What follows belongs to an exercise in optimizing a design on an open flow for small area, a short achievable clock period and few clock cycles; a production flow would make more cautious choices.
Function was checked by simulation only, so behaviour that the tests miss may differ from the original.

Setup of v36:
## fir_filter
module fir_filter #(
    parameter DATA_WIDTH = 16,
    parameter TAPS = 16
)(
    input wire clk,
    input wire reset,
    input wire start_fir,
    input wire [1:0] filter_mode,
    input wire [TAPS*DATA_WIDTH-1:0] input_buffer,
    output reg signed [DATA_WIDTH-1:0] fir_output,
    output reg fir_done
);
    wire m0 = filter_mode == 2'd0;
    wire m1 = filter_mode == 2'd1;
    wire m2 = filter_mode == 2'd2;
    wire m3 = filter_mode == 2'd3;
    wire [15:0] x0 = input_buffer[15:0];
    wire [15:0] x1 = input_buffer[31:16];
    wire [15:0] x2 = input_buffer[47:32];
    wire [15:0] x3 = input_buffer[63:48];
    wire [15:0] x4 = input_buffer[79:64];
    wire [15:0] x5 = input_buffer[95:80];
    wire [15:0] x6 = input_buffer[111:96];
    wire [15:0] x7 = input_buffer[127:112];
    wire [15:0] x8 = input_buffer[143:128];
    wire [15:0] x9 = input_buffer[159:144];
    wire [15:0] x10 = input_buffer[175:160];
    wire [15:0] x11 = input_buffer[191:176];
    wire [15:0] x12 = input_buffer[207:192];
    wire [15:0] x13 = input_buffer[223:208];
    wire [15:0] x14 = input_buffer[239:224];
    wire [15:0] x15 = input_buffer[255:240];
    reg r0_0;
    reg r0_1;
    reg r0_2;
    reg r0_3;
    reg r0_4;
    reg r0_5;
    reg r0_6;
    reg r0_7;
    reg r0_8;
    reg r0_9;
    reg r0_10;
    reg r0_11;
    reg r0_12;
    reg r0_13;
    reg r0_14;
    reg r0_15;
    reg r0_16;
    reg r0_17;
    reg r0_18;
    reg r0_19;
    reg r0_20;
    reg r0_21;
    reg r1_0;
    reg r1_1;
    reg r1_2;
    reg r1_3;
    reg r1_4;
    reg r1_5;
    reg r1_6;
    reg r1_7;
    reg r1_8;
    reg r1_9;
    reg r1_10;
    reg r1_11;
    reg r1_12;
    reg r1_13;
    reg r1_14;
    reg r1_15;
    reg r1_16;
    reg r1_17;
    reg r1_18;
    reg r1_19;
    reg r1_20;
  ...
clock: 11.0 ns
lec_check: 0
cap_margin: 20
core_margin: 2
core_utilization: 40
gpl_timing_driven: 1
place_density: 0.6
setup_slack_margin: 4.5
slew_margin: 20
synth_hierarchical: 1
synth_minimum_keep_size: 0
standard.sh (not shown) runs the stock make flow with config.mk's settings and CLKGATE_MAP_FILE= SYNTH_SCRIPT=/design/flow/synth_recipe.tcl, a recipe that flattens the netlist after the stock synthesis.
==> flow/flow/run.sh <==
#!/bin/bash
# The standard layout (standard.sh) with smaller port buffers (buf_1).
set -uo pipefail
bash standard.sh "BUFFER_PORTS_ARGS=-buffer_cell sky130_fd_sc_hd__buf_1" finish > standard_make.log 2>&1
Testbench counts of v36, summed over its fixed seeds: cycles 1,032.
Edits applied to the flow inputs when going from v36 to v33:
Settings: changing CORE_UTILIZATION from 40 to 45; changing SETUP_SLACK_MARGIN from 4.5 to 4.4; changing PLACE_DENSITY from 0.6 to 0.65.
==> comparison <==
- Compared with v36, die area in v33 decreased by more than 10%.
- Of v36 and v33, the run reporting the higher total iterations of the first detailed-routing run was v36.
- | delay of the slowest cell on the worst path | higher: v33 |
[inputs] v23 vs v33
Settings: swapping 4.4 for 3.9 in SETUP_SLACK_MARGIN; swapping 45 for 40 in CORE_UTILIZATION; swapping 0.65 for 0.6 in PLACE_DENSITY.
--- outcome ---
On utilization, the lower figure sits with v23, not v33. Relative to v33, the area growth from synthesis to layout of v23 is lower by 3.5 points. Compared with v33, the router placed fewer vias in v23. Compared with v33, v23 shows a lower buffers plus inverters on the worst setup path. Changes observed in v23 relative to v33: sequential share of cell area grew by 0.16 points.


== job 9258 ==
fir_filter, a different RTL version from the one above (not shown whole).
For scale: roughly 63 flip-flops, ~280 I/O pins.
Settings: LEC_CHECK=0, CAP_MARGIN=20, CORE_MARGIN=2, CORE_UTILIZATION=40, GPL_TIMING_DRIVEN=0, PLACE_DENSITY=0.75, SETUP_SLACK_MARGIN=4.0, SLEW_MARGIN=20, SYNTH_HIERARCHICAL=1, SYNTH_MINIMUM_KEEP_SIZE=0; clock period 11.0 ns.
Scripts as last shown in full above: flow/flow/run.sh
Every stage of the flow completed for job 9258, and the final layout passed the timing, design-rule and antenna checks.
Testbench counts of job 9258, summed over its fixed seeds: cycles 1,032.
diff inputs: job 9258 => job 6293
- changing GPL_TIMING_DRIVEN from 0 to 1
- changing SETUP_SLACK_MARGIN from 4.0 to 4.3
- changing PLACE_DENSITY from 0.75 to 0.6
Results
Final-layout clock-cell area share for job 6293: 0.17 points down relative to job 9258. met2 wire length was higher in the run labelled job 9258. Summary of job 6293 over job 9258: number of global-route vias before repair moved down; signal arrival time at the worst endpoint shows a reduction of 2580 ps. The lower detailed route wirelength on metal3 of job 6293 and job 9258 is in job 6293. Looking only at utilization after layout, and setting everything else aside, the lower value of job 6293 and job 9258 goes to job 9258. As far as number of failing hold endpoints at the final stage goes, job 9258 and job 6293 are indistinguishable; the numbers are identical. Number of sequential cells: job 6293 vs job 9258 — no meaningful difference. For the total length of routed wires, job 6293 came in 15% lower than job 9258 did. Job 6293: final area 690 µm² above job 9258.
Changes in job 5451 relative to job 6293:
- swapping 20 for 0 in CAP_MARGIN
- clearing SETUP_SLACK_MARGIN, which used to be 4.3
- swapping 20 for 0 in SLEW_MARGIN
- swapping 1 for 0 in GPL_TIMING_DRIVEN
==> flow/flow/run.sh <==
#!/bin/bash
# The standard layout (standard.sh), with smaller port buffers and power
# recovery (downsizing of gates off the critical paths) after global routing.
set -uo pipefail
bash standard.sh "BUFFER_PORTS_ARGS=-buffer_cell sky130_fd_sc_hd__buf_1" RECOVER_POWER=100 finish > standard_make.log 2>&1
Notes after the runs:
Final-layout non-clock buffer area share: job 5451 vs job 6293 down 4.6 points. [flow] job 5451 | stages: complete | final checks: fail | reason: capacitance limit, slew limit. Compared with job 6293, job 5451 instantiates a larger number of cells. Total length of routed wires on job 5451 is behind job 6293. Sort job 6293 and job 5451 by count of clock-net buffers in the final layout asc -> top: job 5451. Pre-CTS setup slack, job 6293 and job 5451, lower one = job 5451.

-- afterwards: timing with drivers on the ports --
How much do the figures lean on ideal ports? The routed layouts below were timed once more, with nothing changed but the port constraints.
Step 1 (the two cells are an assumption about what drives the block):
set clk [get_ports {clk}]
set_driving_cell -lib_cell sky130_fd_sc_hd__clkbuf_16 $clk
set_driving_cell -lib_cell sky130_fd_sc_hd__buf_2 [delete_from_list [all_inputs] $clk]
Step 2 adds t to the input delays and takes it off the output delays; t is the mean of the earliest and latest rising clock arrival at the registers after step 1. Input paths then give back, and output paths get back, about the clock's delay inside the block.
Three values: ideal, step 1, step 2; two values: the first two.
| run | t, ns | slack for setup (ns) | slew at the worst register clock pin (ns) |
|---|---|---|---|
| v36 | 0.386 | 4.597 / 4.615 / 4.242 | 0.06 / 0.06 |
| v33 | 0.368 | 4.502 / 4.520 / 4.160 | 0.06 / 0.06 |
| v23 | 0.380 | 4.080 / 4.107 / 3.727 | 0.05 / 0.05 |
| job 9258 | 0.375 | 3.989 / 3.992 / 3.617 | 0.06 / 0.06 |
| job 6293 | 0.389 | 4.193 / 4.144 / 3.887 | 0.06 / 0.06 |
| job 5451 | 0.374 | 2.412 / 2.435 / 2.060 | 0.06 / 0.06 |
The setup slack of job 9258, which loses most, moves by +0.003 ns with the drivers and by -0.372 ns with both steps.
